Context: an optimization exercise on an open-source flow, tuned for small area, a short achievable clock period and few clock cycles. The choices shown serve that exercise and are no tape-out recipe. Where RTL was checked, it was by simulation tests only, not by an equivalence proof against the original. For run 2, only the layout was checked, not whether the RTL still works.

### flow/config.mk
export PLATFORM = sky130hd
export DESIGN_NAME = PSE
export DESIGN_NICKNAME = PSE
export VERILOG_FILES = /design/flow/design.v
export SDC_FILE = /design/flow/constraint.sdc
export NUM_CORES = 4
export LEC_CHECK = 0
export CAP_MARGIN = 20
export CORE_MARGIN = 2
export CORE_UTILIZATION = 40
export SLEW_MARGIN = 20
### flow/constraint.sdc
create_clock -name core_clock -period 35.0 [get_ports {clk}]
set_input_delay 7.0000 -clock core_clock [delete_from_list [all_inputs] [get_ports {clk}]]
set_output_delay 7.0000 -clock core_clock [all_outputs]
set_load 0.01 [all_outputs]
### flow/design.v
module PSE (clk, reset, Xin, Yin, point_num, valid, Xout, Yout);
input clk;
input reset;
input [9:0] Xin;
input [9:0] Yin;
input [2:0] point_num;
output reg valid;
output reg [9:0] Xout;
output reg [9:0] Yout;
localparam ST_IN = 2'd0, ST_PROC = 2'd1, ST_GAP = 2'd2;
reg [1:0] st;
reg [2:0] nreg;      
reg [2:0] cnt;       
reg [2:0] len;       
reg [2:0] pos;       
reg [2:0] ocnt;      
reg [2:0] L0, L1, L2, L3, L4;
reg [5:1] bsel;      
reg [5:2] asel;      
reg [19:0] S0;
reg [21:0] S1, S2, S3, S4, S5;    
wire [2:0] ins = len + 3'd1;               
wire last_ins = (len == nreg - 3'd2);      
wire outph = (st == ST_PROC) && (ocnt != 3'd0);
wire merging = last_ins && outph;
wire active = last_ins ? merging : (ins < cnt);
wire [21:0] A = ({22{asel[2]}} & S2) | ({22{asel[3]}} & S3) |
                ({22{asel[4]}} & S4) | ({22{asel[5]}} & S5);
wire [21:0] B = ({22{bsel[1]}} & S1) | ({22{bsel[2]}} & S2) | ({22{bsel[3]}} & S3) |
                ({22{bsel[4]}} & S4) | ({22{bsel[5]}} & S5);
wire bef;    
pse_cmp cmp (.ax(A[21:11]), .ay(A[10:0]), .bx(B[21:11]), .by(B[10:0]), .bef(bef));
wire [10:0] dxin = {1'b0, Xin} - {1'b0, S0[19:10]};
wire [10:0] dyin = {1'b0, Yin} - {1'b0, S0[9:0]};
wire [19:0] araw = {A[20:11] + S0[19:10], A[9:0] + S0[9:0]};
wire [19:0] braw = {B[20:11] + S0[19:10], B[9:0] + S0[9:0]};
wire at_end = (pos == len - 3'd1);
wire done_now = active && (bef || at_end);
wire [2:0] q = bef ? pos : pos + 3'd1;     
wire [2:0] len_n = len + {2'd0, done_now};
wire p0_wait = (st == ST_PROC) && (ocnt == 3'd0);
wire emit_p0 = p0_wait && ((len == nreg - 3'd2) || ((len == nreg - 3'd3) && done_now));
wire emit = emit_p0 || outph;
wire out_last = (ocnt == nreg - 3'd1);
wire sel_p0 = (ocnt == 3'd0);
wire sel_a = !sel_p0 && merging && bef;
wire sel_b = !sel_p0 && !(merging && bef);
reg [2:0] Ln0, Ln1, Ln2, Ln3, Ln4, pos_n, lp_n;
always @(*) begin
	Ln0 = L0; Ln1 = L1; Ln2 = L2; Ln3 = L3; Ln4 = L4;
	if (done_now) begin
		if (q == 3'd0) Ln0 = ins;
		if (q == 3'd1) Ln1 = ins; else if (q < 3'd1) Ln1 = L0;
		if (q == 3'd2) Ln2 = ins; else if (q < 3'd2) Ln2 = L1;
		if (q == 3'd3) Ln3 = ins; else if (q < 3'd3) Ln3 = L2;
		if (q == 3'd4) Ln4 = ins; else if (q < 3'd4) Ln4 = L3;
	end
	if (active)
		pos_n = (merging || !done_now) ? pos + 3'd1 : 3'd0;
	else if (outph)
		pos_n = pos + 3'd1;
	else
		pos_n = pos;
	case (pos_n)
		3'd0: lp_n = Ln0;
		3'd1: lp_n = Ln1;
		3'd2: lp_n = Ln2;
		3'd3: lp_n = Ln3;
		default: lp_n = Ln4;
	endcase
end
always @(posedge clk) begin
	if (st == ST_IN) begin
		case (cnt)
			3'd0: S0 <= {Xin, Yin};
			3'd1: S1 <= {dxin, dyin};
			3'd2: S2 <= {dxin, dyin};
			3'd3: S3 <= {dxin, dyin};
			3'd4: S4 <= {dxin, dyin};
			default: S5 <= {dxin, dyin};
		endcase
		if (cnt == 3'd0) nreg <= point_num;
	end
	{Xout, Yout} <= ({20{sel_p0}} & S0) | ({20{sel_a}} & araw) | ({20{sel_b}} & braw);
end
always @(posedge clk) begin
	if (reset || st == ST_GAP) begin
		st <= ST_IN;
		cnt <= 3'd0;
		len <= 3'd1;
		pos <= 3'd0;
		ocnt <= 3'd0;
		L0 <= 3'd1;
		bsel <= 5'b00001;
		asel <= 4'b0001;
		valid <= 1'b0;
	end else begin
		valid <= emit;
		L0 <= Ln0; L1 <= Ln1; L2 <= Ln2; L3 <= Ln3; L4 <= Ln4;
		pos <= pos_n;
		len <= len_n;
		bsel <= {lp_n == 3'd5, lp_n == 3'd4, lp_n == 3'd3, lp_n == 3'd2, lp_n == 3'd1};
		if (done_now) asel <= {asel[4:2], 1'b0};
		if (emit) ocnt <= ocnt + 3'd1;
		if (st == ST_IN) begin
			cnt <= cnt + 3'd1;
			if (cnt != 3'd0 && cnt == nreg - 3'd1) st <= ST_PROC;
		end else if (outph && out_last) begin
			st <= ST_GAP;
		end
	end
end
endmodule
module pse_cmp (ax, ay, bx, by, bef);
input [10:0] ax, ay, bx, by;
output bef;
wire ao1;
wire at2;
wire an3;
wire ap4;
wire ap5;
wire ap6;
wire ap7;
wire ap8;
wire ap9;
wire ap10;
wire ap11;
wire ap12;
wire ap13;
wire ap14;
wire ap15;
wire ao16;
wire at17;
wire an18;
wire ap19;
wire ap20;
wire ap21;
wire ap22;
wire ap23;
wire ap24;
wire ap25;
wire ap26;
wire ap27;
wire ap28;
wire ap29;
wire ap30;
wire ao31;
wire at32;
wire an33;
wire ap34;
wire ap35;
wire ap36;
wire ap37;
wire ap38;
wire ap39;
wire ap40;
wire ap41;
wire ap42;
wire ap43;
wire ap44;
wire ap45;
wire ao46;
wire at47;
wire an48;
wire ap49;
wire ap50;
wire ap51;
wire ap52;
wire ap53;
wire ap54;
wire ap55;
wire ap56;
wire ap57;
wire ap58;
wire ap59;
wire ap60;
wire ao61;
wire at62;
wire an63;
wire ap64;
wire ap65;
wire ap66;
wire ap67;
wire ap68;
wire ap69;
wire ap70;
wire ap71;
wire ap72;
wire ap73;
wire ap74;
wire ap75;
wire ao76;
wire at77;
wire an78;
wire ap79;
wire ap80;
wire ap81;
wire ap82;
wire ap83;
wire ap84;
wire ap85;
wire ap86;
wire ap87;
wire ap88;
wire ap89;
wire ap90;
wire bo91;
wire bt92;
wire bn93;
wire bp94;
wire bp95;
wire bp96;
wire bp97;
wire bp98;
wire bp99;
wire bp100;
wire bp101;
wire bp102;
wire bp103;
wire bp104;
wire bp105;
wire bo106;
wire bt107;
wire bn108;
wire bp109;
wire bp110;
wire bp111;
wire bp112;
wire bp113;
wire bp114;
wire bp115;
wire bp116;
wire bp117;
wire bp118;
wire bp119;
wire bp120;
wire bo121;
wire bt122;
wire bn123;
wire bp124;
wire bp125;
wire bp126;
wire bp127;
wire bp128;
wire bp129;
wire bp130;
wire bp131;
wire bp132;
wire bp133;
wire bp134;
wire bp135;
wire bo136;
wire bt137;
wire bn138;
wire bp139;
wire bp140;
wire bp141;
wire bp142;
wire bp143;
wire bp144;
wire bp145;
wire bp146;
wire bp147;
wire bp148;
wire bp149;
wire bp150;
wire bo151;
wire bt152;
wire bn153;
wire bp154;
wire bp155;
wire bp156;
wire bp157;
wire bp158;
wire bp159;
wire bp160;
wire bp161;
wire bp162;
wire bp163;
wire bp164;
wire bp165;
wire bo166;
wire bt167;
wire bn168;
wire bp169;
wire bp170;
wire bp171;
wire bp172;
wire bp173;
wire bp174;
wire bp175;
wire bp176;
wire bp177;
wire bp178;
wire bp179;
wire bp180;
wire k181;
wire k182;
wire k183;
wire k184;
wire k185;
wire k186;
wire s187;
wire c188;
wire s189;
wire c190;
wire s191;
wire c192;
wire s193;
wire c194;
wire s195;
wire c196;
wire s197;
wire c198;
wire s199;
wire c200;
wire s201;
wire c202;
wire s203;
wire c204;
wire s205;
wire c206;
wire s207;
wire c208;
wire s209;
wire c210;
wire s211;
wire c212;
wire s213;
wire c214;
wire s215;
wire c216;
wire s217;
wire c218;
wire s219;
wire c220;
wire s221;
wire c222;
wire s223;
wire c224;
wire s225;
wire c226;
wire s227;
wire c228;
wire s229;
wire c230;
wire s231;
wire c232;
wire s233;
wire c234;
wire s235;
wire c236;
wire s237;
wire c238;
wire s239;
wire c240;
wire s241;
wire c242;
wire s243;
wire c244;
wire s245;
wire c246;
wire s247;
wire c248;
wire s249;
wire c250;
wire s251;
wire c252;
wire s253;
wire c254;
wire s255;
wire c256;
wire s257;
wire c258;
wire s259;
wire c260;
wire s261;
wire c262;
wire s263;
wire c264;
wire s265;
wire c266;
wire s267;
wire c268;
wire s269;
wire c270;
wire s271;
wire c272;
wire s273;
wire c274;
wire s275;
wire c276;
wire s277;
wire c278;
wire s279;
wire c280;
wire s281;
wire c282;
wire s283;
wire c284;
wire s285;
wire c286;
wire s287;
wire c288;
wire s289;
wire c290;
wire s291;
wire c292;
wire s293;
wire c294;
wire s295;
wire c296;
wire s297;
wire c298;
wire s299;
wire c300;
wire s301;
wire c302;
wire s303;
wire c304;
wire s305;
wire c306;
wire s307;
wire c308;
wire s309;
wire c310;
wire s311;
wire c312;
wire s313;
wire c314;
wire s315;
wire c316;
wire s317;
wire c318;
wire s319;
wire c320;
wire s321;
wire c322;
wire s323;
wire c324;
wire s325;
wire c326;
wire s327;
wire c328;
wire s329;
wire c330;
wire s331;
wire c332;
wire s333;
wire c334;
wire s335;
wire c336;
wire s337;
wire c338;
wire s339;
wire c340;
wire s341;
wire c342;
wire s343;
wire c344;
wire s345;
wire c346;
wire s347;
wire c348;
wire s349;
wire c350;
wire s351;
wire c352;
wire s353;
wire c354;
wire s355;
wire c356;
wire s357;
wire c358;
wire s359;
wire c360;
wire s361;
wire c362;
wire s363;
wire c364;
wire s365;
wire c366;
wire s367;
wire c368;
wire s369;
wire c370;
wire s371;
wire c372;
wire s373;
wire c374;
wire s375;
wire c376;
wire s377;
wire c378;
wire s379;
wire c380;
wire s381;
wire c382;
wire s383;
wire c384;
wire s385;
wire c386;
wire s387;
wire c388;
wire s389;
wire c390;
wire s391;
wire c392;
wire s393;
wire c394;
wire s395;
wire c396;
wire s397;
wire c398;
wire s399;
wire c400;
wire s401;
wire c402;
wire s403;
wire c404;
wire s405;
wire c406;
wire s407;
wire c408;
wire s409;
wire c410;
wire s411;
wire c412;
wire s413;
wire c414;
wire s415;
wire c416;
wire s417;
wire c418;
wire s419;
wire c420;
wire s421;
wire c422;
wire s423;
wire c424;
wire s425;
wire c426;
wire s427;
wire c428;
wire s429;
wire c430;
wire s431;
wire c432;
wire s433;
wire c434;
wire s435;
wire c436;
wire s437;
wire c438;
wire s439;
wire c440;
wire s441;
wire c442;
wire s443;
wire c444;
wire s445;
wire c446;
wire s447;
wire c448;
wire s449;
wire c450;
wire s451;
wire c452;
wire s453;
wire c454;
wire s455;
wire c456;
wire s457;
wire c458;
wire s459;
wire c460;
assign ao1 = ax[0] ^ 1'b0;
assign at2 = (ax[1] & ~ax[0] & ~1'b0) | (~ax[1] & ax[0] & 1'b0);
assign an3 = ax[1];
assign ap4 = ((ao1 & by[0]) | (at2 & 1'b0)) ^ an3;
assign ap5 = ((ao1 & by[1]) | (at2 & by[0])) ^ an3;
assign ap6 = ((ao1 & by[2]) | (at2 & by[1])) ^ an3;
assign ap7 = ((ao1 & by[3]) | (at2 & by[2])) ^ an3;
assign ap8 = ((ao1 & by[4]) | (at2 & by[3])) ^ an3;
assign ap9 = ((ao1 & by[5]) | (at2 & by[4])) ^ an3;
assign ap10 = ((ao1 & by[6]) | (at2 & by[5])) ^ an3;
assign ap11 = ((ao1 & by[7]) | (at2 & by[6])) ^ an3;
assign ap12 = ((ao1 & by[8]) | (at2 & by[7])) ^ an3;
assign ap13 = ((ao1 & by[9]) | (at2 & by[8])) ^ an3;
assign ap14 = ((ao1 & by[10]) | (at2 & by[9])) ^ an3;
assign ap15 = ~(((ao1 & by[10]) | (at2 & by[10])) ^ an3);
assign ao16 = ax[2] ^ ax[1];
assign at17 = (ax[3] & ~ax[2] & ~ax[1]) | (~ax[3] & ax[2] & ax[1]);
assign an18 = ax[3];
assign ap19 = ((ao16 & by[0]) | (at17 & 1'b0)) ^ an18;
assign ap20 = ((ao16 & by[1]) | (at17 & by[0])) ^ an18;
assign ap21 = ((ao16 & by[2]) | (at17 & by[1])) ^ an18;
assign ap22 = ((ao16 & by[3]) | (at17 & by[2])) ^ an18;
assign ap23 = ((ao16 & by[4]) | (at17 & by[3])) ^ an18;
assign ap24 = ((ao16 & by[5]) | (at17 & by[4])) ^ an18;
assign ap25 = ((ao16 & by[6]) | (at17 & by[5])) ^ an18;
assign ap26 = ((ao16 & by[7]) | (at17 & by[6])) ^ an18;
assign ap27 = ((ao16 & by[8]) | (at17 & by[7])) ^ an18;
assign ap28 = ((ao16 & by[9]) | (at17 & by[8])) ^ an18;
assign ap29 = ((ao16 & by[10]) | (at17 & by[9])) ^ an18;
assign ap30 = ~(((ao16 & by[10]) | (at17 & by[10])) ^ an18);
assign ao31 = ax[4] ^ ax[3];
assign at32 = (ax[5] & ~ax[4] & ~ax[3]) | (~ax[5] & ax[4] & ax[3]);
assign an33 = ax[5];
assign ap34 = ((ao31 & by[0]) | (at32 & 1'b0)) ^ an33;
assign ap35 = ((ao31 & by[1]) | (at32 & by[0])) ^ an33;
assign ap36 = ((ao31 & by[2]) | (at32 & by[1])) ^ an33;
assign ap37 = ((ao31 & by[3]) | (at32 & by[2])) ^ an33;
assign ap38 = ((ao31 & by[4]) | (at32 & by[3])) ^ an33;
assign ap39 = ((ao31 & by[5]) | (at32 & by[4])) ^ an33;
assign ap40 = ((ao31 & by[6]) | (at32 & by[5])) ^ an33;
assign ap41 = ((ao31 & by[7]) | (at32 & by[6])) ^ an33;
assign ap42 = ((ao31 & by[8]) | (at32 & by[7])) ^ an33;
assign ap43 = ((ao31 & by[9]) | (at32 & by[8])) ^ an33;
assign ap44 = ((ao31 & by[10]) | (at32 & by[9])) ^ an33;
assign ap45 = ~(((ao31 & by[10]) | (at32 & by[10])) ^ an33);
assign ao46 = ax[6] ^ ax[5];
assign at47 = (ax[7] & ~ax[6] & ~ax[5]) | (~ax[7] & ax[6] & ax[5]);
assign an48 = ax[7];
assign ap49 = ((ao46 & by[0]) | (at47 & 1'b0)) ^ an48;
assign ap50 = ((ao46 & by[1]) | (at47 & by[0])) ^ an48;
assign ap51 = ((ao46 & by[2]) | (at47 & by[1])) ^ an48;
assign ap52 = ((ao46 & by[3]) | (at47 & by[2])) ^ an48;
assign ap53 = ((ao46 & by[4]) | (at47 & by[3])) ^ an48;
assign ap54 = ((ao46 & by[5]) | (at47 & by[4])) ^ an48;
assign ap55 = ((ao46 & by[6]) | (at47 & by[5])) ^ an48;
assign ap56 = ((ao46 & by[7]) | (at47 & by[6])) ^ an48;
assign ap57 = ((ao46 & by[8]) | (at47 & by[7])) ^ an48;
assign ap58 = ((ao46 & by[9]) | (at47 & by[8])) ^ an48;
assign ap59 = ((ao46 & by[10]) | (at47 & by[9])) ^ an48;
assign ap60 = ~(((ao46 & by[10]) | (at47 & by[10])) ^ an48);
assign ao61 = ax[8] ^ ax[7];
assign at62 = (ax[9] & ~ax[8] & ~ax[7]) | (~ax[9] & ax[8] & ax[7]);
assign an63 = ax[9];
assign ap64 = ((ao61 & by[0]) | (at62 & 1'b0)) ^ an63;
assign ap65 = ((ao61 & by[1]) | (at62 & by[0])) ^ an63;
assign ap66 = ((ao61 & by[2]) | (at62 & by[1])) ^ an63;
assign ap67 = ((ao61 & by[3]) | (at62 & by[2])) ^ an63;
assign ap68 = ((ao61 & by[4]) | (at62 & by[3])) ^ an63;
assign ap69 = ((ao61 & by[5]) | (at62 & by[4])) ^ an63;
assign ap70 = ((ao61 & by[6]) | (at62 & by[5])) ^ an63;
assign ap71 = ((ao61 & by[7]) | (at62 & by[6])) ^ an63;
assign ap72 = ((ao61 & by[8]) | (at62 & by[7])) ^ an63;
assign ap73 = ((ao61 & by[9]) | (at62 & by[8])) ^ an63;
assign ap74 = ((ao61 & by[10]) | (at62 & by[9])) ^ an63;
assign ap75 = ~(((ao61 & by[10]) | (at62 & by[10])) ^ an63);
assign ao76 = ax[10] ^ ax[9];
assign at77 = (ax[10] & ~ax[10] & ~ax[9]) | (~ax[10] & ax[10] & ax[9]);
assign an78 = ax[10];
assign ap79 = ((ao76 & by[0]) | (at77 & 1'b0)) ^ an78;
assign ap80 = ((ao76 & by[1]) | (at77 & by[0])) ^ an78;
assign ap81 = ((ao76 & by[2]) | (at77 & by[1])) ^ an78;
assign ap82 = ((ao76 & by[3]) | (at77 & by[2])) ^ an78;
assign ap83 = ((ao76 & by[4]) | (at77 & by[3])) ^ an78;
assign ap84 = ((ao76 & by[5]) | (at77 & by[4])) ^ an78;
assign ap85 = ((ao76 & by[6]) | (at77 & by[5])) ^ an78;
assign ap86 = ((ao76 & by[7]) | (at77 & by[6])) ^ an78;
assign ap87 = ((ao76 & by[8]) | (at77 & by[7])) ^ an78;
assign ap88 = ((ao76 & by[9]) | (at77 & by[8])) ^ an78;
assign ap89 = ((ao76 & by[10]) | (at77 & by[9])) ^ an78;
assign ap90 = ~(((ao76 & by[10]) | (at77 & by[10])) ^ an78);
assign bo91 = ay[0] ^ 1'b0;
assign bt92 = (ay[1] & ~ay[0] & ~1'b0) | (~ay[1] & ay[0] & 1'b0);
assign bn93 = ~ay[1];
assign bp94 = ((bo91 & bx[0]) | (bt92 & 1'b0)) ^ bn93;
assign bp95 = ((bo91 & bx[1]) | (bt92 & bx[0])) ^ bn93;
assign bp96 = ((bo91 & bx[2]) | (bt92 & bx[1])) ^ bn93;
assign bp97 = ((bo91 & bx[3]) | (bt92 & bx[2])) ^ bn93;
assign bp98 = ((bo91 & bx[4]) | (bt92 & bx[3])) ^ bn93;
assign bp99 = ((bo91 & bx[5]) | (bt92 & bx[4])) ^ bn93;
assign bp100 = ((bo91 & bx[6]) | (bt92 & bx[5])) ^ bn93;
assign bp101 = ((bo91 & bx[7]) | (bt92 & bx[6])) ^ bn93;
assign bp102 = ((bo91 & bx[8]) | (bt92 & bx[7])) ^ bn93;
assign bp103 = ((bo91 & bx[9]) | (bt92 & bx[8])) ^ bn93;
assign bp104 = ((bo91 & bx[10]) | (bt92 & bx[9])) ^ bn93;
assign bp105 = ~(((bo91 & bx[10]) | (bt92 & bx[10])) ^ bn93);
assign bo106 = ay[2] ^ ay[1];
assign bt107 = (ay[3] & ~ay[2] & ~ay[1]) | (~ay[3] & ay[2] & ay[1]);
assign bn108 = ~ay[3];
assign bp109 = ((bo106 & bx[0]) | (bt107 & 1'b0)) ^ bn108;
assign bp110 = ((bo106 & bx[1]) | (bt107 & bx[0])) ^ bn108;
assign bp111 = ((bo106 & bx[2]) | (bt107 & bx[1])) ^ bn108;
assign bp112 = ((bo106 & bx[3]) | (bt107 & bx[2])) ^ bn108;
assign bp113 = ((bo106 & bx[4]) | (bt107 & bx[3])) ^ bn108;
assign bp114 = ((bo106 & bx[5]) | (bt107 & bx[4])) ^ bn108;
assign bp115 = ((bo106 & bx[6]) | (bt107 & bx[5])) ^ bn108;
assign bp116 = ((bo106 & bx[7]) | (bt107 & bx[6])) ^ bn108;
assign bp117 = ((bo106 & bx[8]) | (bt107 & bx[7])) ^ bn108;
assign bp118 = ((bo106 & bx[9]) | (bt107 & bx[8])) ^ bn108;
assign bp119 = ((bo106 & bx[10]) | (bt107 & bx[9])) ^ bn108;
assign bp120 = ~(((bo106 & bx[10]) | (bt107 & bx[10])) ^ bn108);
assign bo121 = ay[4] ^ ay[3];
assign bt122 = (ay[5] & ~ay[4] & ~ay[3]) | (~ay[5] & ay[4] & ay[3]);
assign bn123 = ~ay[5];
assign bp124 = ((bo121 & bx[0]) | (bt122 & 1'b0)) ^ bn123;
assign bp125 = ((bo121 & bx[1]) | (bt122 & bx[0])) ^ bn123;
assign bp126 = ((bo121 & bx[2]) | (bt122 & bx[1])) ^ bn123;
assign bp127 = ((bo121 & bx[3]) | (bt122 & bx[2])) ^ bn123;
assign bp128 = ((bo121 & bx[4]) | (bt122 & bx[3])) ^ bn123;
assign bp129 = ((bo121 & bx[5]) | (bt122 & bx[4])) ^ bn123;
assign bp130 = ((bo121 & bx[6]) | (bt122 & bx[5])) ^ bn123;
assign bp131 = ((bo121 & bx[7]) | (bt122 & bx[6])) ^ bn123;
assign bp132 = ((bo121 & bx[8]) | (bt122 & bx[7])) ^ bn123;
assign bp133 = ((bo121 & bx[9]) | (bt122 & bx[8])) ^ bn123;
assign bp134 = ((bo121 & bx[10]) | (bt122 & bx[9])) ^ bn123;
assign bp135 = ~(((bo121 & bx[10]) | (bt122 & bx[10])) ^ bn123);
assign bo136 = ay[6] ^ ay[5];
assign bt137 = (ay[7] & ~ay[6] & ~ay[5]) | (~ay[7] & ay[6] & ay[5]);
assign bn138 = ~ay[7];
assign bp139 = ((bo136 & bx[0]) | (bt137 & 1'b0)) ^ bn138;
assign bp140 = ((bo136 & bx[1]) | (bt137 & bx[0])) ^ bn138;
assign bp141 = ((bo136 & bx[2]) | (bt137 & bx[1])) ^ bn138;
assign bp142 = ((bo136 & bx[3]) | (bt137 & bx[2])) ^ bn138;
assign bp143 = ((bo136 & bx[4]) | (bt137 & bx[3])) ^ bn138;
assign bp144 = ((bo136 & bx[5]) | (bt137 & bx[4])) ^ bn138;
assign bp145 = ((bo136 & bx[6]) | (bt137 & bx[5])) ^ bn138;
assign bp146 = ((bo136 & bx[7]) | (bt137 & bx[6])) ^ bn138;
assign bp147 = ((bo136 & bx[8]) | (bt137 & bx[7])) ^ bn138;
assign bp148 = ((bo136 & bx[9]) | (bt137 & bx[8])) ^ bn138;
assign bp149 = ((bo136 & bx[10]) | (bt137 & bx[9])) ^ bn138;
assign bp150 = ~(((bo136 & bx[10]) | (bt137 & bx[10])) ^ bn138);
assign bo151 = ay[8] ^ ay[7];
assign bt152 = (ay[9] & ~ay[8] & ~ay[7]) | (~ay[9] & ay[8] & ay[7]);
assign bn153 = ~ay[9];
assign bp154 = ((bo151 & bx[0]) | (bt152 & 1'b0)) ^ bn153;
assign bp155 = ((bo151 & bx[1]) | (bt152 & bx[0])) ^ bn153;
assign bp156 = ((bo151 & bx[2]) | (bt152 & bx[1])) ^ bn153;
assign bp157 = ((bo151 & bx[3]) | (bt152 & bx[2])) ^ bn153;
assign bp158 = ((bo151 & bx[4]) | (bt152 & bx[3])) ^ bn153;
assign bp159 = ((bo151 & bx[5]) | (bt152 & bx[4])) ^ bn153;
assign bp160 = ((bo151 & bx[6]) | (bt152 & bx[5])) ^ bn153;
assign bp161 = ((bo151 & bx[7]) | (bt152 & bx[6])) ^ bn153;
assign bp162 = ((bo151 & bx[8]) | (bt152 & bx[7])) ^ bn153;
assign bp163 = ((bo151 & bx[9]) | (bt152 & bx[8])) ^ bn153;
assign bp164 = ((bo151 & bx[10]) | (bt152 & bx[9])) ^ bn153;
assign bp165 = ~(((bo151 & bx[10]) | (bt152 & bx[10])) ^ bn153);
assign bo166 = ay[10] ^ ay[9];
assign bt167 = (ay[10] & ~ay[10] & ~ay[9]) | (~ay[10] & ay[10] & ay[9]);
assign bn168 = ~ay[10];
assign bp169 = ((bo166 & bx[0]) | (bt167 & 1'b0)) ^ bn168;
assign bp170 = ((bo166 & bx[1]) | (bt167 & bx[0])) ^ bn168;
assign bp171 = ((bo166 & bx[2]) | (bt167 & bx[1])) ^ bn168;
assign bp172 = ((bo166 & bx[3]) | (bt167 & bx[2])) ^ bn168;
assign bp173 = ((bo166 & bx[4]) | (bt167 & bx[3])) ^ bn168;
assign bp174 = ((bo166 & bx[5]) | (bt167 & bx[4])) ^ bn168;
assign bp175 = ((bo166 & bx[6]) | (bt167 & bx[5])) ^ bn168;
assign bp176 = ((bo166 & bx[7]) | (bt167 & bx[6])) ^ bn168;
assign bp177 = ((bo166 & bx[8]) | (bt167 & bx[7])) ^ bn168;
assign bp178 = ((bo166 & bx[9]) | (bt167 & bx[8])) ^ bn168;
assign bp179 = ((bo166 & bx[10]) | (bt167 & bx[9])) ^ bn168;
assign bp180 = ~(((bo166 & bx[10]) | (bt167 & bx[10])) ^ bn168);
assign k181 = ~bp171;
assign k182 = ~bp171;
assign k183 = ~bp174;
assign k184 = ~bp176;
assign k185 = ~bp178;
assign k186 = ~bp180;
assign s187 = ap14 ^ ap27;
assign c188 = ap14 & ap27;
assign s189 = ap10 ^ ap23;
assign c190 = ap10 & ap23;
assign s191 = ap12 ^ ap25 ^ ap38;
assign c192 = (ap12 & ap25) | (ap12 & ap38) | (ap25 & ap38);
assign s193 = ap51 ^ ap64;
assign c194 = ap51 & ap64;
assign s195 = ap13 ^ ap26 ^ ap39;
assign c196 = (ap13 & ap26) | (ap13 & ap39) | (ap26 & ap39);
assign s197 = ap52 ^ ap65;
assign c198 = ap52 & ap65;
assign s199 = s187 ^ ap40 ^ ap53;
assign c200 = (s187 & ap40) | (s187 & ap53) | (ap40 & ap53);
assign s201 = ap66 ^ ap79 ^ an78;
assign c202 = (ap66 & ap79) | (ap66 & an78) | (ap79 & an78);
assign s203 = bp104 ^ bp117 ^ bp130;
assign c204 = (bp104 & bp117) | (bp104 & bp130) | (bp117 & bp130);
assign s205 = c188 ^ ap15 ^ ap28;
assign c206 = (c188 & ap15) | (c188 & ap28) | (ap15 & ap28);
assign s207 = ap41 ^ ap54 ^ ap67;
assign c208 = (ap41 & ap54) | (ap41 & ap67) | (ap54 & ap67);
assign s209 = ap80 ^ bp105 ^ bp118;
assign c210 = (ap80 & bp105) | (ap80 & bp118) | (bp105 & bp118);
assign s211 = bp131 ^ bp144;
assign c212 = bp131 & bp144;
assign s213 = ap29 ^ ap42 ^ ap55;
assign c214 = (ap29 & ap42) | (ap29 & ap55) | (ap42 & ap55);
assign s215 = ap68 ^ ap81 ^ bp119;
assign c216 = (ap68 & ap81) | (ap68 & bp119) | (ap81 & bp119);
assign s217 = bp132 ^ bp145;
assign c218 = bp132 & bp145;
assign s219 = ap30 ^ ap43 ^ ap56;
assign c220 = (ap30 & ap43) | (ap30 & ap56) | (ap43 & ap56);
assign s221 = ap69 ^ ap82 ^ bp120;
assign c222 = (ap69 & ap82) | (ap69 & bp120) | (ap82 & bp120);
assign s223 = bp133 ^ bp146;
assign c224 = bp133 & bp146;
assign s225 = ap44 ^ ap57 ^ ap70;
assign c226 = (ap44 & ap57) | (ap44 & ap70) | (ap57 & ap70);
assign s227 = ap83 ^ bp134;
assign c228 = ap83 & bp134;
assign s229 = ap45 ^ ap58;
assign c230 = ap45 & ap58;
assign s231 = ap8 ^ ap21 ^ ap34;
assign c232 = (ap8 & ap21) | (ap8 & ap34) | (ap21 & ap34);
assign s233 = ap9 ^ ap22;
assign c234 = ap9 & ap22;
assign s235 = s189 ^ ap36 ^ ap49;
assign c236 = (s189 & ap36) | (s189 & ap49) | (ap36 & ap49);
assign s237 = an48 ^ bp100 ^ bp113;
assign c238 = (an48 & bp100) | (an48 & bp113) | (bp100 & bp113);
assign s239 = c190 ^ ap11 ^ ap24;
assign c240 = (c190 & ap11) | (c190 & ap24) | (ap11 & ap24);
assign s241 = ap37 ^ ap50 ^ bp101;
assign c242 = (ap37 & ap50) | (ap37 & bp101) | (ap50 & bp101);
assign s243 = bp114 ^ bp127;
assign c244 = bp114 & bp127;
assign s245 = s191 ^ s193 ^ an63;
assign c246 = (s191 & s193) | (s191 & an63) | (s193 & an63);
assign s247 = bp102 ^ bp115 ^ bp128;
assign c248 = (bp102 & bp115) | (bp102 & bp128) | (bp115 & bp128);
assign s249 = bp141 ^ bp154 ^ bn153;
assign c250 = (bp141 & bp154) | (bp141 & bn153) | (bp154 & bn153);
assign s251 = c192 ^ c194 ^ s195;
assign c252 = (c192 & c194) | (c192 & s195) | (c194 & s195);
assign s253 = s197 ^ bp103 ^ bp116;
assign c254 = (s197 & bp103) | (s197 & bp116) | (bp103 & bp116);
assign s255 = bp129 ^ bp142 ^ bp155;
assign c256 = (bp129 & bp142) | (bp129 & bp155) | (bp142 & bp155);
assign s257 = c196 ^ c198 ^ s199;
assign c258 = (c196 & c198) | (c196 & s199) | (c198 & s199);
assign s259 = s201 ^ s203 ^ bp143;
assign c260 = (s201 & s203) | (s201 & bp143) | (s203 & bp143);
assign s261 = bp156 ^ bp169 ^ bn168;
assign c262 = (bp156 & bp169) | (bp156 & bn168) | (bp169 & bn168);
assign s263 = c200 ^ c202 ^ c204;
assign c264 = (c200 & c202) | (c200 & c204) | (c202 & c204);
assign s265 = s205 ^ s207 ^ s209;
assign c266 = (s205 & s207) | (s205 & s209) | (s207 & s209);
assign s267 = s211 ^ bp157 ^ bp170;
assign c268 = (s211 & bp157) | (s211 & bp170) | (bp157 & bp170);
assign s269 = c206 ^ c208 ^ c210;
assign c270 = (c206 & c208) | (c206 & c210) | (c208 & c210);
assign s271 = c212 ^ s213 ^ s215;
assign c272 = (c212 & s213) | (c212 & s215) | (s213 & s215);
assign s273 = s217 ^ bp158 ^ k181;
assign c274 = (s217 & bp158) | (s217 & k181) | (bp158 & k181);
assign s275 = c214 ^ c216 ^ c218;
assign c276 = (c214 & c216) | (c214 & c218) | (c216 & c218);
assign s277 = s219 ^ s221 ^ s223;
assign c278 = (s219 & s221) | (s219 & s223) | (s221 & s223);
assign s279 = bp159 ^ bp172 ^ k182;
assign c280 = (bp159 & bp172) | (bp159 & k182) | (bp172 & k182);
assign s281 = c220 ^ c222 ^ c224;
assign c282 = (c220 & c222) | (c220 & c224) | (c222 & c224);
assign s283 = s225 ^ s227 ^ bp147;
assign c284 = (s225 & s227) | (s225 & bp147) | (s227 & bp147);
assign s285 = bp160 ^ bp173 ^ bp171;
assign c286 = (bp160 & bp173) | (bp160 & bp171) | (bp173 & bp171);
assign s287 = c226 ^ c228 ^ s229;
assign c288 = (c226 & c228) | (c226 & s229) | (c228 & s229);
assign s289 = ap71 ^ ap84 ^ bp135;
assign c290 = (ap71 & ap84) | (ap71 & bp135) | (ap84 & bp135);
assign s291 = bp148 ^ bp161 ^ k183;
assign c292 = (bp148 & bp161) | (bp148 & k183) | (bp161 & k183);
assign s293 = c230 ^ ap59 ^ ap72;
assign c294 = (c230 & ap59) | (c230 & ap72) | (ap59 & ap72);
assign s295 = ap85 ^ bp149 ^ bp162;
assign c296 = (ap85 & bp149) | (ap85 & bp162) | (bp149 & bp162);
assign s297 = bp175 ^ bp174;
assign c298 = bp175 & bp174;
assign s299 = ap60 ^ ap73 ^ ap86;
assign c300 = (ap60 & ap73) | (ap60 & ap86) | (ap73 & ap86);
assign s301 = bp150 ^ bp163;
assign c302 = bp150 & bp163;
assign s303 = ap74 ^ ap87;
assign c304 = ap74 & ap87;
assign s305 = ap6 ^ ap19 ^ an18;
assign c306 = (ap6 & ap19) | (ap6 & an18) | (ap19 & an18);
assign s307 = ap7 ^ ap20;
assign c308 = ap7 & ap20;
assign s309 = s231 ^ an33 ^ bp98;
assign c310 = (s231 & an33) | (s231 & bp98) | (an33 & bp98);
assign s311 = bp111 ^ bp124;
assign c312 = bp111 & bp124;
assign s313 = c232 ^ s233 ^ ap35;
assign c314 = (c232 & s233) | (c232 & ap35) | (s233 & ap35);
assign s315 = bp99 ^ bp112 ^ bp125;
assign c316 = (bp99 & bp112) | (bp99 & bp125) | (bp112 & bp125);
assign s317 = c234 ^ s235 ^ s237;
assign c318 = (c234 & s235) | (c234 & s237) | (s235 & s237);
assign s319 = bp126 ^ bp139 ^ bn138;
assign c320 = (bp126 & bp139) | (bp126 & bn138) | (bp139 & bn138);
assign s321 = c236 ^ c238 ^ s239;
assign c322 = (c236 & c238) | (c236 & s239) | (c238 & s239);
assign s323 = s241 ^ s243 ^ bp140;
assign c324 = (s241 & s243) | (s241 & bp140) | (s243 & bp140);
assign s325 = c240 ^ c242 ^ c244;
assign c326 = (c240 & c242) | (c240 & c244) | (c242 & c244);
assign s327 = s245 ^ s247 ^ s249;
assign c328 = (s245 & s247) | (s245 & s249) | (s247 & s249);
assign s329 = c246 ^ c248 ^ c250;
assign c330 = (c246 & c248) | (c246 & c250) | (c248 & c250);
assign s331 = s251 ^ s253 ^ s255;
assign c332 = (s251 & s253) | (s251 & s255) | (s253 & s255);
assign s333 = c252 ^ c254 ^ c256;
assign c334 = (c252 & c254) | (c252 & c256) | (c254 & c256);
assign s335 = s257 ^ s259 ^ s261;
assign c336 = (s257 & s259) | (s257 & s261) | (s259 & s261);
assign s337 = c258 ^ c260 ^ c262;
assign c338 = (c258 & c260) | (c258 & c262) | (c260 & c262);
assign s339 = s263 ^ s265 ^ s267;
assign c340 = (s263 & s265) | (s263 & s267) | (s265 & s267);
assign s341 = c264 ^ c266 ^ c268;
assign c342 = (c264 & c266) | (c264 & c268) | (c266 & c268);
assign s343 = s269 ^ s271 ^ s273;
assign c344 = (s269 & s271) | (s269 & s273) | (s271 & s273);
assign s345 = c270 ^ c272 ^ c274;
assign c346 = (c270 & c272) | (c270 & c274) | (c272 & c274);
assign s347 = s275 ^ s277 ^ s279;
assign c348 = (s275 & s277) | (s275 & s279) | (s277 & s279);
assign s349 = c276 ^ c278 ^ c280;
assign c350 = (c276 & c278) | (c276 & c280) | (c278 & c280);
assign s351 = s281 ^ s283 ^ s285;
assign c352 = (s281 & s283) | (s281 & s285) | (s283 & s285);
assign s353 = c282 ^ c284 ^ c286;
assign c354 = (c282 & c284) | (c282 & c286) | (c284 & c286);
assign s355 = s287 ^ s289 ^ s291;
assign c356 = (s287 & s289) | (s287 & s291) | (s289 & s291);
assign s357 = c288 ^ c290 ^ c292;
assign c358 = (c288 & c290) | (c288 & c292) | (c290 & c292);
assign s359 = s293 ^ s295 ^ s297;
assign c360 = (s293 & s295) | (s293 & s297) | (s295 & s297);
assign s361 = c294 ^ c296 ^ c298;
assign c362 = (c294 & c296) | (c294 & c298) | (c296 & c298);
assign s363 = s299 ^ s301 ^ k184;
assign c364 = (s299 & s301) | (s299 & k184) | (s301 & k184);
assign s365 = c300 ^ c302 ^ s303;
assign c366 = (c300 & c302) | (c300 & s303) | (c302 & s303);
assign s367 = bp164 ^ bp177 ^ bp176;
assign c368 = (bp164 & bp177) | (bp164 & bp176) | (bp177 & bp176);
assign s369 = c304 ^ ap75 ^ ap88;
assign c370 = (c304 & ap75) | (c304 & ap88) | (ap75 & ap88);
assign s371 = bp165 ^ k185;
assign c372 = bp165 & k185;
assign s373 = ap89 ^ bp179;
assign c374 = ap89 & bp179;
assign s375 = ap4 ^ an3;
assign c376 = ap4 & an3;
assign s377 = s305 ^ bp96;
assign c378 = s305 & bp96;
assign s379 = c306 ^ s307 ^ bp97;
assign c380 = (c306 & s307) | (c306 & bp97) | (s307 & bp97);
assign s381 = c308 ^ s309 ^ s311;
assign c382 = (c308 & s309) | (c308 & s311) | (s309 & s311);
assign s383 = c310 ^ c312 ^ s313;
assign c384 = (c310 & c312) | (c310 & s313) | (c312 & s313);
assign s385 = c314 ^ c316 ^ s317;
assign c386 = (c314 & c316) | (c314 & s317) | (c316 & s317);
assign s387 = c318 ^ c320 ^ s321;
assign c388 = (c318 & c320) | (c318 & s321) | (c320 & s321);
assign s389 = c322 ^ c324 ^ s325;
assign c390 = (c322 & c324) | (c322 & s325) | (c324 & s325);
assign s391 = c326 ^ c328 ^ s329;
assign c392 = (c326 & c328) | (c326 & s329) | (c328 & s329);
assign s393 = c330 ^ c332 ^ s333;
assign c394 = (c330 & c332) | (c330 & s333) | (c332 & s333);
assign s395 = c334 ^ c336 ^ s337;
assign c396 = (c334 & c336) | (c334 & s337) | (c336 & s337);
assign s397 = c338 ^ c340 ^ s341;
assign c398 = (c338 & c340) | (c338 & s341) | (c340 & s341);
assign s399 = c342 ^ c344 ^ s345;
assign c400 = (c342 & c344) | (c342 & s345) | (c344 & s345);
assign s401 = c346 ^ c348 ^ s349;
assign c402 = (c346 & c348) | (c346 & s349) | (c348 & s349);
assign s403 = c350 ^ c352 ^ s353;
assign c404 = (c350 & c352) | (c350 & s353) | (c352 & s353);
assign s405 = c354 ^ c356 ^ s357;
assign c406 = (c354 & c356) | (c354 & s357) | (c356 & s357);
assign s407 = c358 ^ c360 ^ s361;
assign c408 = (c358 & c360) | (c358 & s361) | (c360 & s361);
assign s409 = c362 ^ c364 ^ s365;
assign c410 = (c362 & c364) | (c362 & s365) | (c364 & s365);
assign s411 = c366 ^ c368 ^ s369;
assign c412 = (c366 & c368) | (c366 & s369) | (c368 & s369);
assign s413 = c370 ^ c372 ^ s373;
assign c414 = (c370 & c372) | (c370 & s373) | (c372 & s373);
assign s415 = c374 ^ ap90;
assign c416 = c374 & ap90;
assign s417 = s375 ^ bp94;
assign c418 = s375 & bp94;
assign s419 = c376 ^ ap5 ^ bp95;
assign c420 = (c376 & ap5) | (c376 & bp95) | (ap5 & bp95);
assign s421 = s377 ^ bp109 ^ bn108;
assign c422 = (s377 & bp109) | (s377 & bn108) | (bp109 & bn108);
assign s423 = c378 ^ s379 ^ bp110;
assign c424 = (c378 & s379) | (c378 & bp110) | (s379 & bp110);
assign s425 = c380 ^ s381 ^ bn123;
assign c426 = (c380 & s381) | (c380 & bn123) | (s381 & bn123);
assign s427 = c382 ^ s383 ^ s315;
assign c428 = (c382 & s383) | (c382 & s315) | (s383 & s315);
assign s429 = c384 ^ s385 ^ s319;
assign c430 = (c384 & s385) | (c384 & s319) | (s385 & s319);
assign s431 = c386 ^ s387 ^ s323;
assign c432 = (c386 & s387) | (c386 & s323) | (s387 & s323);
assign s433 = c388 ^ s389 ^ s327;
assign c434 = (c388 & s389) | (c388 & s327) | (s389 & s327);
assign s435 = c390 ^ s391 ^ s331;
assign c436 = (c390 & s391) | (c390 & s331) | (s391 & s331);
assign s437 = c392 ^ s393 ^ s335;
assign c438 = (c392 & s393) | (c392 & s335) | (s393 & s335);
assign s439 = c394 ^ s395 ^ s339;
assign c440 = (c394 & s395) | (c394 & s339) | (s395 & s339);
assign s441 = c396 ^ s397 ^ s343;
assign c442 = (c396 & s397) | (c396 & s343) | (s397 & s343);
assign s443 = c398 ^ s399 ^ s347;
assign c444 = (c398 & s399) | (c398 & s347) | (s399 & s347);
assign s445 = c400 ^ s401 ^ s351;
assign c446 = (c400 & s401) | (c400 & s351) | (s401 & s351);
assign s447 = c402 ^ s403 ^ s355;
assign c448 = (c402 & s403) | (c402 & s355) | (s403 & s355);
assign s449 = c404 ^ s405 ^ s359;
assign c450 = (c404 & s405) | (c404 & s359) | (s405 & s359);
assign s451 = c406 ^ s407 ^ s363;
assign c452 = (c406 & s407) | (c406 & s363) | (s407 & s363);
assign s453 = c408 ^ s409 ^ s367;
assign c454 = (c408 & s409) | (c408 & s367) | (s409 & s367);
assign s455 = c410 ^ s411 ^ s371;
assign c456 = (c410 & s411) | (c410 & s371) | (s411 & s371);
assign s457 = c412 ^ s413 ^ bp178;
assign c458 = (c412 & s413) | (c412 & bp178) | (s413 & bp178);
assign s459 = c414 ^ s415 ^ k186;
assign c460 = (c414 & s415) | (c414 & k186) | (s415 & k186);
wire [21:0] r1 = {c458, c456, c454, c452, c450, c448, c446, c444, c442, c440, c438, c436, c434, c432, c430, c428, c426, c424, c422, c420, c418, s417};
wire [21:0] r2 = {s459, s457, s455, s453, s451, s449, s447, s445, s443, s441, s439, s437, s435, s433, s431, s429, s427, s425, s423, s421, s419, bn93};
wire [21:0] sum = r1 + r2;
assign bef = sum[21];
endmodule
### flow/run.sh
#!/bin/bash
# synth_recipe.tcl (not shown) runs the flow's synth.tcl, then flattens the netlist and writes it again
# the make line also repeats each setting of config.mk as NAME=value (left out here)
make -C /OpenROAD-flow-scripts/flow DESIGN_CONFIG=/design/flow/config.mk WORK_HOME=/design/flow/orfs CLKGATE_MAP_FILE= SYNTH_SCRIPT=/design/flow/synth_recipe.tcl finish
==> flow_metrics.env, run 1 <==
export IMPL_skew_ps=13.6
export IMPL_cts_buffer_depth=2
export IMPL_synthesis_nets=2256
export IMPL_maxCapViolCount=0
export IMPL_vias_per_cell=6.19
export IMPL_place_congestion=0.971
export IMPL_final_util_pct=43.9
export IMPL_cts_resized_gates=0
export IMPL_multi_input_area_um2=11200
export IMPL_synth_main_ff_cell="edfxtp_1"
export IMPL_cp_required_ps=35350
export IMPL_rrSetupSlack_ps=25200
export IMPL_syn_inst=2004
export IMPL_drt_iter0_markers=1747
export IMPL_synth_edff_count=145
export IMPL_routed_wl_um=60100
export IMPL_synthesis_area_um2=17900
export IMPL_htreeDepth=4
export IMPL_critPathCaptureType="register"
export IMPL_wl_per_cell_um=23.5
export IMPL_ys_warn_count=1
export IMPL_ioPinCount=46
export IMPL_ctsHoldBuffers=0
export IMPL_antenna_found_initial=0
export IMPL_fin_crit_ps=9800
export IMPL_area_growth_pct=8.34
export IMPL_regArea_um2=5300
export IMPL_postCtsSetupRepairBufs=0
export IMPL_setup_viol=0
export IMPL_run_status="complete, no violations"
export IMPL_drive_gt1_share_pct=4.78
export IMPL_dp_final_hpwl_um=44600
export IMPL_antenna_cells=0
export IMPL_grt_max_degree=41
export IMPL_pre_cts_ws_ps=25240
export IMPL_cts_made_buffers=17
export IMPL_worstSetupStartpointType="register"
export IMPL_track_usage_pct=25.9
export IMPL_fin_tns_setup_ps=0
export IMPL_core_um2=44100
export IMPL_synth_seq_cells=192
export IMPL_setup_ws_ps=25200
export IMPL_firstDrtPassIters=6
export IMPL_clkSlewWorstSetupHoldPaths_ps=80
export IMPL_tritoncts="yes"
export IMPL_timing_final_crit_share_pct=28.0
export IMPL_maxSlewHeadroom_pct=29.4
export IMPL_cts_sinks=192
export IMPL_detail_route_antenna_nets=0
export IMPL_grt_pass1_wl_um=92300
export IMPL_max_freq_mhz=102
export IMPL_arrival_ps=10150
export IMPL_ys_seq_area_share_pct=29.6
export IMPL_grt_pass1_vias=15300
export IMPL_crit_path_max_fanout=27
export IMPL_row_count=77
export IMPL_start_util_pct=40.5
export IMPL_synth_cell_types=74
export IMPL_synth_async_reset_ratio_pct=0
export IMPL_root_buffer="clkbuf_16"
export IMPL_syn_area_per_cell_um2=8.92
export IMPL_tightestPinTransition_ps=1060
export IMPL_portBuffers=45
export IMPL_worstSkewPairLatency_ps=450
export IMPL_finalHoldViolCount=0
export IMPL_min_path_type="reg -> reg"
export IMPL_critPathKind="reg -> reg"
export IMPL_fin_nets=2206
export IMPL_finalMaxSlewViolations=0
export IMPL_globalRouteOverflowTotal=0
export IMPL_rsz0062_at_grt="no"
export IMPL_die_area_um2=46400
export IMPL_vias=15800
export IMPL_drc=0
export IMPL_die_x_um=215
export IMPL_fillers=4401
export IMPL_die_h_um=215
==> layout by cell type, fill, tap and decap left out, types with 42 or more instances in the layout <==
cell             netlist  final
a22oi_1               88     88
xnor2_1               55     55
nor2_1                94     94
dfxtp_1               47     47
a21oi_1              204    204
fa_1                 114    114
o221ai_1              48     48
ha_1                 113    113
inv_1                200    200
nand2_1              171    171
o21ai_0              125    125
clkdlybuf4s50_1        0     45
o22ai_1               65     65
edfxtp_1             145    145
nor3_1                42     42
==> cells in the mapped netlist, types with 6 or more instances <==
cell type  number  area, um2
buf_1          25       93.8
o211ai_1        8       60.1
fa_1          114       2280
nor3_1         42        210
nor4_1          8       50.1
a221oi_1       27        236
a311oi_1       11       96.3
a21oi_1       204       1020
inv_1         200        751
xor2_1         35        307
a21o_1         25        188
a31oi_1        16        100
nand2b_1       18        113
nand2_1       171        642
clkinv_1        9       33.8
o21ai_0       125        626
dfxtp_1        47        941
ha_1          113       1410
and4_1         19        166
nand3_1        18       90.1
clkbuf_1      118        443
a211oi_1        6       45.0
edfxtp_1      145       4350
nor2_1         94        353
o21bai_1       20        150
a221o_1         7       70.1
mux2i_1        12        120
and2_1         22        138
nand4_1         9       56.3
nor2b_1         6       37.5
xnor2_1        55        482
a22oi_1        88        661
o221ai_1       48        420
o22ai_1        65        407
==> layer usage <==
layer | GRT usage, % | wire length [um] | vias to the layer above
met5 | 0 | 0 | -
met4 | 8.09 | 1630 | 0
met3 | 3.37 | 4620 | 94
met2 | 41.4 | 27200 | 829
met1 | 36.6 | 26600 | 7750
li1 | - | - | 7158
==> metrics by stage <==
step           instance area, um2  cells  hold slack (ps)
2_1_floorplan               17900   2004              466
3_3_place_gp                18800   2527              510
3_5_place_dp                18800   2527              511
4_1_cts                     19400   2559              518
5_1_grt                     19400   2559              576
6_report                    19400   2559              519
==> flip-flops by register name, indices dropped and copies added (netlist names), 4 cells and up <==
signal and count:
asel 4, S5 22, bsel 5, S4 22, S1 22, Yout 10
S2 22, Xout 10, S3 22, S0 20
==> path summary, 6_finish.rpt <==
check,start,endpoint,cells after the start
worst max-delay path,asel[2],bsel[5],26
worst min-delay path,L0[2],L0[2],2
worst max register to register,asel[2],bsel[5],26
worst min register to register,L0[2],L0[2],2
==> critical path, stage by stage (launching register included) <==
cell and delay (ps):
dfxtp_1 300, buf_4 220, a22oi_1 170, and2_1 720, clkinv_1 950, nor2_1 650, a221oi_1 170, o22ai_1 270
fa_1 520, fa_1 560, inv_1 50, fa_1 410, fa_1 520, inv_1 50, fa_1 450, ha_1 320
nand4_1 170, nor3_1 70, a221oi_1 470, o21ai_2 160, nor3_4 540, nor3_2 140, a31oi_1 640, o311ai_0 300
a221oi_1 390, a211oi_1 150, nor4b_1 270
==> cell type report <==
cell class	count	share of cell area [%]
multi-input cells	1453	58.0
flip-flops and latches	192	27.3
inverters	213	4.13
well taps	592	3.82
repair buffers	77	3.56
clock buffers	17	2.20
clock inverters	15	0.975
==> cell families (layout without fill, tap and decap cells) <==
group	after synthesis	after routing	share of synthesized area, %
multiplexers	17	17	1.05
buffers and inverters	359	322	7.58
adder cells (fa/ha/maj)	228	228	20.7
AO/OA/AOI/OAI	691	691	25.3
XOR/XNOR	91	91	4.50
flip-flops	192	192	29.6
AND/OR/NAND/NOR	426	426	11.3
Testbench counts, summed over its fixed seeds: cycles 32,736.
==> run 2, diff against run 1 <==
--- a/flow/design.v
+++ b/flow/design.v
@@ -8,64 +8,50 @@
 output reg [9:0] Xout;
 output reg [9:0] Yout;
-localparam ST_IN = 2'd0, ST_PROC = 2'd1, ST_GAP = 2'd2;
+localparam ST_IN = 2'd0, ST_PAIR = 2'd1, ST_OUT = 2'd2, ST_GAP = 2'd3;
 reg [1:0] st;
 reg [2:0] nreg;      
 reg [2:0] cnt;       
-reg [2:0] len;       
-reg [2:0] pos;       
-reg [2:0] ocnt;      
-reg [2:0] L0, L1, L2, L3, L4;
-reg [5:1] bsel;      
-reg [5:2] asel;      
+reg [1:0] len;       
+reg [1:0] pos;       
+reg [1:0] pc;        
+reg [2:0] L0, L1, L2;
+reg [5:1] asel;      
+reg [4:1] bsel;      
 reg [19:0] S0;
-reg [21:0] S1, S2, S3, S4, S5;    
-wire [2:0] ins = len + 3'd1;               
-wire last_ins = (len == nreg - 3'd2);      
-wire outph = (st == ST_PROC) && (ocnt != 3'd0);
-wire merging = last_ins && outph;
-wire active = last_ins ? merging : (ins < cnt);
-wire [21:0] A = ({22{asel[2]}} & S2) | ({22{asel[3]}} & S3) |
-                ({22{asel[4]}} & S4) | ({22{asel[5]}} & S5);
-wire [21:0] B = ({22{bsel[1]}} & S1) | ({22{bsel[2]}} & S2) | ({22{bsel[3]}} & S3) |
-                ({22{bsel[4]}} & S4) | ({22{bsel[5]}} & S5);
+reg [19:0] S1, S2, S3, S4, S5;
+wire [19:0] A = ({20{asel[1]}} & S1) | ({20{asel[2]}} & S2) | ({20{asel[3]}} & S3) |
+                ({20{asel[4]}} & S4) | ({20{asel[5]}} & S5);
+wire [19:0] B = ({20{bsel[1]}} & S1) | ({20{bsel[2]}} & S2) | ({20{bsel[3]}} & S3) |
+                ({20{bsel[4]}} & S4);
 wire bef;    
-pse_cmp cmp (.ax(A[21:11]), .ay(A[10:0]), .bx(B[21:11]), .by(B[10:0]), .bef(bef));
-wire [10:0] dxin = {1'b0, Xin} - {1'b0, S0[19:10]};
-wire [10:0] dyin = {1'b0, Yin} - {1'b0, S0[9:0]};
-wire [19:0] araw = {A[20:11] + S0[19:10], A[9:0] + S0[9:0]};
-wire [19:0] braw = {B[20:11] + S0[19:10], B[9:0] + S0[9:0]};
-wire at_end = (pos == len - 3'd1);
-wire done_now = active && (bef || at_end);
-wire [2:0] q = bef ? pos : pos + 3'd1;     
-wire [2:0] len_n = len + {2'd0, done_now};
-wire p0_wait = (st == ST_PROC) && (ocnt == 3'd0);
-wire emit_p0 = p0_wait && ((len == nreg - 3'd2) || ((len == nreg - 3'd3) && done_now));
-wire emit = emit_p0 || outph;
-wire out_last = (ocnt == nreg - 3'd1);
-wire sel_p0 = (ocnt == 3'd0);
-wire sel_a = !sel_p0 && merging && bef;
-wire sel_b = !sel_p0 && !(merging && bef);
-reg [2:0] Ln0, Ln1, Ln2, Ln3, Ln4, pos_n, lp_n;
+wire [10:0] ax = {1'b0, A[19:10]} - {1'b0, S0[19:10]};
+wire [10:0] ay = {1'b0, A[9:0]} - {1'b0, S0[9:0]};
+wire [10:0] bx = {1'b0, B[19:10]} - {1'b0, S0[19:10]};
+wire [10:0] by = {1'b0, B[9:0]} - {1'b0, S0[9:0]};
+pse_cmp cmp (.ax(ax), .ay(ay), .bx(bx), .by(by), .bef(bef));
+wire [5:1] hi_oh = {nreg == 3'd6, nreg == 3'd5, nreg == 3'd4, nreg == 3'd3, 1'b0};
+wire [5:1] lo_oh = {1'b0, nreg == 3'd6, nreg == 3'd5, nreg == 3'd4, nreg == 3'd3};
+wire [2:0] ins = {1'b0, len} + 3'd1;
+wire ins_act = (st == ST_IN) && (ins + 3'd3 <= nreg) && (ins < cnt) && (cnt != 3'd0);
+wire at_end = (pos == len - 2'd1);
+wire ins_done = ins_act && (bef || at_end);
+wire [1:0] q = bef ? pos : pos + 2'd1;     
+wire lrem = (pos != len);
+wire prem = (pc != 2'd2);
+wire sel_a = prem && (!lrem || bef);
+wire last_out = (pos + pc + 3'd2 == {1'b0, len} + 3'd3) ;    
+reg [2:0] Ln0, Ln1, Ln2, lp;
 always @(*) begin
-	Ln0 = L0; Ln1 = L1; Ln2 = L2; Ln3 = L3; Ln4 = L4;
-	if (done_now) begin
-		if (q == 3'd0) Ln0 = ins;
-		if (q == 3'd1) Ln1 = ins; else if (q < 3'd1) Ln1 = L0;
-		if (q == 3'd2) Ln2 = ins; else if (q < 3'd2) Ln2 = L1;
-		if (q == 3'd3) Ln3 = ins; else if (q < 3'd3) Ln3 = L2;
-		if (q == 3'd4) Ln4 = ins; else if (q < 3'd4) Ln4 = L3;
+	Ln0 = L0; Ln1 = L1; Ln2 = L2;
+	if (ins_done) begin
+		if (q == 2'd0) Ln0 = ins;
+		if (q == 2'd1) Ln1 = ins; else if (q < 2'd1) Ln1 = L0;
+		if (q == 2'd2) Ln2 = ins; else if (q < 2'd2) Ln2 = L1;
 	end
-	if (active)
-		pos_n = (merging || !done_now) ? pos + 3'd1 : 3'd0;
-	else if (outph)
-		pos_n = pos + 3'd1;
-	else
-		pos_n = pos;
-	case (pos_n)
-		3'd0: lp_n = Ln0;
-		3'd1: lp_n = Ln1;
-		3'd2: lp_n = Ln2;
-		3'd3: lp_n = Ln3;
-		default: lp_n = Ln4;
+end
+always @(*) begin
+	case (pos)
+		2'd0: lp = L1;
+		default: lp = L2;
 	endcase
 end
@@ -74,13 +60,16 @@
 		case (cnt)
 			3'd0: S0 <= {Xin, Yin};
-			3'd1: S1 <= {dxin, dyin};
-			3'd2: S2 <= {dxin, dyin};
-			3'd3: S3 <= {dxin, dyin};
-			3'd4: S4 <= {dxin, dyin};
-			default: S5 <= {dxin, dyin};
+			3'd1: S1 <= {Xin, Yin};
+			3'd2: S2 <= {Xin, Yin};
+			3'd3: S3 <= {Xin, Yin};
+			3'd4: S4 <= {Xin, Yin};
+			default: S5 <= {Xin, Yin};
 		endcase
 		if (cnt == 3'd0) nreg <= point_num;
 	end
-	{Xout, Yout} <= ({20{sel_p0}} & S0) | ({20{sel_a}} & araw) | ({20{sel_b}} & braw);
+	if (st == ST_PAIR)
+		{Xout, Yout} <= S0;
+	else
+		{Xout, Yout} <= ({20{sel_a}} & A) | ({20{!sel_a}} & B);
 end
 always @(posedge clk) begin
@@ -88,25 +77,51 @@
 		st <= ST_IN;
 		cnt <= 3'd0;
-		len <= 3'd1;
-		pos <= 3'd0;
-		ocnt <= 3'd0;
+		pos <= 2'd0;
+		pc <= 2'd0;
 		L0 <= 3'd1;
-		bsel <= 5'b00001;
-		asel <= 4'b0001;
+		asel <= 5'b00010;
+		bsel <= 4'b0001;
 		valid <= 1'b0;
 	end else begin
-		valid <= emit;
-		L0 <= Ln0; L1 <= Ln1; L2 <= Ln2; L3 <= Ln3; L4 <= Ln4;
-		pos <= pos_n;
-		len <= len_n;
-		bsel <= {lp_n == 3'd5, lp_n == 3'd4, lp_n == 3'd3, lp_n == 3'd2, lp_n == 3'd1};
-		if (done_now) asel <= {asel[4:2], 1'b0};
-		if (emit) ocnt <= ocnt + 3'd1;
-		if (st == ST_IN) begin
-			cnt <= cnt + 3'd1;
-			if (cnt != 3'd0 && cnt == nreg - 3'd1) st <= ST_PROC;
-		end else if (outph && out_last) begin
-			st <= ST_GAP;
-		end
+		L0 <= Ln0; L1 <= Ln1; L2 <= Ln2;
+		case (st)
+			ST_IN: begin
+				valid <= 1'b0;
+				cnt <= cnt + 3'd1;
+				if (cnt == 3'd0) len <= (point_num == 3'd3) ? 2'd0 : 2'd1;
+				if (ins_done) begin
+					len <= len + 2'd1;
+					pos <= 2'd0;
+					asel <= {asel[4:1], 1'b0};
+					bsel <= (q == 2'd0) ? asel[4:1] : (1'b1 << (L0 - 3'd1));
+				end else if (ins_act) begin
+					pos <= pos + 2'd1;
+					bsel <= 1'b1 << (lp - 3'd1);
+				end
+				if (cnt != 3'd0 && cnt == nreg - 3'd1) begin
+					st <= ST_PAIR;
+					asel <= hi_oh;
+					bsel <= lo_oh[4:1];
+				end
+			end
+			ST_PAIR: begin
+				valid <= 1'b1;
+				st <= ST_OUT;
+				pos <= 2'd0;
+				asel <= bef ? hi_oh : lo_oh;
+				bsel <= 1'b1 << (L0 - 3'd1);
+			end
+			default: begin
+				valid <= 1'b1;
+				if (sel_a) begin
+					pc <= pc + 2'd1;
+					asel <= (hi_oh | lo_oh) & ~asel;
+				end else begin
+					pos <= pos + 2'd1;
+					bsel <= 1'b1 << (lp - 3'd1);
+				end
+				if (last_out) st <= ST_GAP;
+			end
+		endcase
 	end
 end
--- a/flow/config.mk
+++ b/flow/config.mk
@@ -6,6 +6,7 @@
 export NUM_CORES = 4
 export LEC_CHECK = 0
+export ABC_AREA = 1
 export CAP_MARGIN = 20
 export CORE_MARGIN = 2
-export CORE_UTILIZATION = 40
-export SLEW_MARGIN = 20
+export CORE_UTILIZATION = 60
+export SLEW_MARGIN = 60
==> run 2 against run 1 <==
  * Wire length down 29%
  * Area after synthesis down 13%
  * Global-route usage up 6.0 points
  * Highest routed layer unchanged
  * Cell area down 12%
  * Critical path depth up 10
  * Sequential share of layout area up 0.63 points
  * Sequential cell count down 19
  * Utilization up 22 points
  * First-iteration DRC count down 27%
==> flow_metrics.env, run 2 <==
export IMPL_run_status="complete, no violations"
export IMPL_finalHoldViolCount=0
export IMPL_final_cell_mix="inv_1 (325), nand2_1 (270), edfxtp_1 (131)"
export IMPL_antenna_cells=0
export IMPL_stdcell_area_um2=17100
export IMPL_yosys_area_top_type="edfxtp_1"
export IMPL_routed_wl_um=42500
export IMPL_worstSetupStartpointType="register"
export IMPL_fin_tns_setup_ps=0
export IMPL_muxShareOfSynthArea_pct=0
export IMPL_maxSlewHeadroom_pct=59.5
export IMPL_syn_inst=1822
export IMPL_synthesis_area_um2=15600
export IMPL_vias_per_cell=5.84
export IMPL_synth_cell_types=52
export IMPL_synth_async_reset_ratio_pct=0
export IMPL_synth_top_cell_area_share_pct=25.1
export IMPL_drive_gt1_share_pct=6.87
export IMPL_synth_edff_count=131
export IMPL_critPathCaptureType="register"
export IMPL_critPathKind="reg -> reg"
export IMPL_skew_ps=9.85
export IMPL_start_util_pct=60.5
export IMPL_ys_seq_area_share_pct=30.5
export IMPL_crit_path_max_fanout=21
export IMPL_final_common_cell="inv_1"
export IMPL_syn_area_per_cell_um2=8.59
export IMPL_grt_pass1_vias=12400
export IMPL_area_growth_pct=9.20
export IMPL_fillers=2194
export IMPL_die_x_um=165
export IMPL_row_count=59
export IMPL_placed_cell_area_um2=16400
export IMPL_portBuffers=45
export IMPL_synth_compound_area_share_pct=16.5
export IMPL_track_usage_pct=31.9
export IMPL_dp_final_hpwl_um=33300
export IMPL_dp_cells=2152
export IMPL_cts_made_buffers=17
export IMPL_detail_route_antenna_nets=0
export IMPL_die_area_um2=27400
export IMPL_root_buffer="clkbuf_16"
export IMPL_path_buf_inv=8
export IMPL_slowest_delay_ps=550
export IMPL_synth_simple_area_share_pct=12.4
export IMPL_ys_warn_count=1
export IMPL_rsz0062_at_grt="no"
export IMPL_antenna_found_initial=0
export IMPL_maxCapViolCount=0
export IMPL_timing_final_crit_share_pct=26.5
export IMPL_synth_main_ff_cell="edfxtp_1"
export IMPL_worstSkewPairLatency_ps=440
export IMPL_firstDrtPassIters=6
export IMPL_drc=0
export IMPL_crit_family="adder cells"
export IMPL_synth_top_family_by_area="adder cells"
export IMPL_tritoncts="yes"
export IMPL_cp_required_ps=35110
export IMPL_globalRouteOverflowTotal=0
export IMPL_slowest_stage="fa_1"
export IMPL_postCtsSetupRepairBufs=0
export IMPL_post_layout_nonfiller_instances=2184
export IMPL_cts_resized_gates=0
export IMPL_drt_iter0_markers=1272
export IMPL_synth_area_leaders="edfxtp_1 (25%), fa_1 (14%), ha_1 (8.2%)"
export IMPL_ioPinCount=46
export IMPL_synth_xor_area_share_pct=8.05
export IMPL_clkSlewWorstSetupHoldPaths_ps=70
export IMPL_max_freq_mhz=108
export IMPL_ys_top_cells_by_count="inv_1 (329), nand2_1 (272), edfxtp_1 (131), xor2_1 (118), o21ai_0 (113)"
export IMPL_arrival_ps=9380
export IMPL_wl_per_cell_um=19.5
export IMPL_tightestPinTransition_ps=607
export IMPL_grt_pass1_wl_um=66500
export IMPL_core_um2=25800
export IMPL_place_congestion=0.981
export IMPL_htreeDepth=4
export IMPL_synthesis_nets=2060
export IMPL_grt_max_degree=41
export IMPL_crit_top_cell="inv_1"
export IMPL_cts_buffer_depth=2
export IMPL_setup_viol=0
export IMPL_fin_crit_ps=9270
export IMPL_synth_fa_ha_area_share_pct=22.4
export IMPL_die_h_um=165
export IMPL_vias=12700
export IMPL_synth_seq_cells=173
export IMPL_fin_nets=2074
export IMPL_cts_sinks=173
export IMPL_yosysMostFrequentCell="inv_1"
export IMPL_min_path_type="reg -> reg"
export IMPL_finalMaxSlewViolations=0
export IMPL_ctsHoldBuffers=0
==> run 2: cell count changes after synthesis, moves of 27 or more <==
cell,change
o221ai_1,-48
xor2_1,+83
a22oi_1,-87
clkbuf_1,-66
nor3_1,-31
o22ai_1,+45
inv_1,+129
nand3_1,+27
nand2_1,+101
xnor2_1,-36
a21oi_1,-107
==> run 2: worst paths after layout <==
kind	start	to	slack (ps)	depth (start not counted)
max reg2reg	asel[2]	L2[1]	25730	36
max	asel[2]	L2[1]	25730	36
min	pos[1]	pos[1]	500	2
min reg2reg	pos[1]	pos[1]	500	2
==> run 2: layout make-up <==
cell class	count	area (um2)	area share [%]
Sequential cell	173	4780	28.0
Clock inverter	15	179	1.05
Tap cell	335	419	2.45
Clock buffer	17	425	2.49
Timing Repair Buffer	63	586	3.43
Multi-Input combinational cell	1232	9390	54.9
Inverter	349	1310	7.68
==> run 2: per-stage QoR <==
stage | setup WS [ps] | hold slack (ps) | utilization, %
after floorplan | 26900 | 451 | -
after global placement | 25370 | 490 | 63.5
after detailed placement | 25740 | 495 | 63.6
after CTS | 25730 | 507 | 66.0
after global routing | 25130 | 527 | 66.1
final | 25730 | 505 | 66.1
==> run 2: cell families (layout without fill, tap and decap cells) <==
group / after synthesis / in the layout
DFF: 173 / 173
adders and majority gates: 213 / 213
AOI/OAI and AO/OA: 426 / 426
xor gates and xnor gates: 140 / 140
and+or+nand+nor: 453 / 453
buffers and inverters: 417 / 444
==> run 2: layer usage <==
metal | track usage, % | wire (um)
met5 | 0 | 0
met4 | 14.8 | 1710
met3 | 4.60 | 2820
met2 | 52.0 | 19900
met1 | 42.4 | 18000
==> run 2: worst register-to-register path: cells and delay by family, from the launching register on <==
| family | cells | cell delay (ps) |
|---|---|---|
| buf+inv | 8 | 1500 |
| fa+ha+maj | 7 | 3110 |
| xor+xnor | 2 | 580 |
| compound gates | 10 | 2220 |
| flops | 1 | 350 |
| simple gates | 9 | 1210 |

[re-timing with driven ports]
In the flow no input, the clock included, has a driving cell. The finished layouts below were timed again as built, in two steps.
Step 1 assumes that a clkbuf_16 drives the clock port and a buf_2 every other input.
Step 2 also shifts input and output timing later by t, the mid clock arrival at the registers, as if the neighbouring blocks saw the same clock.
Slacks: no drivers / after step 1 / after step 2; pairs: no drivers / after step 1.
| run | t, ns | setup WS [ns] | clock arrival spread, ns |
|---|---|---|---|
| run 1 | 0.493 | 25.198 / 25.198 / 25.175 | 0.014 / 0.014 |
| run 2 | 0.476 | 25.730 / 25.730 / 25.730 | 0.011 / 0.011 |
After both steps setup and hold are still met in every run listed. For run 1, which loses most, drivers alone change the setup slack by 0.000 ns; drivers and shift together by -0.023 ns.
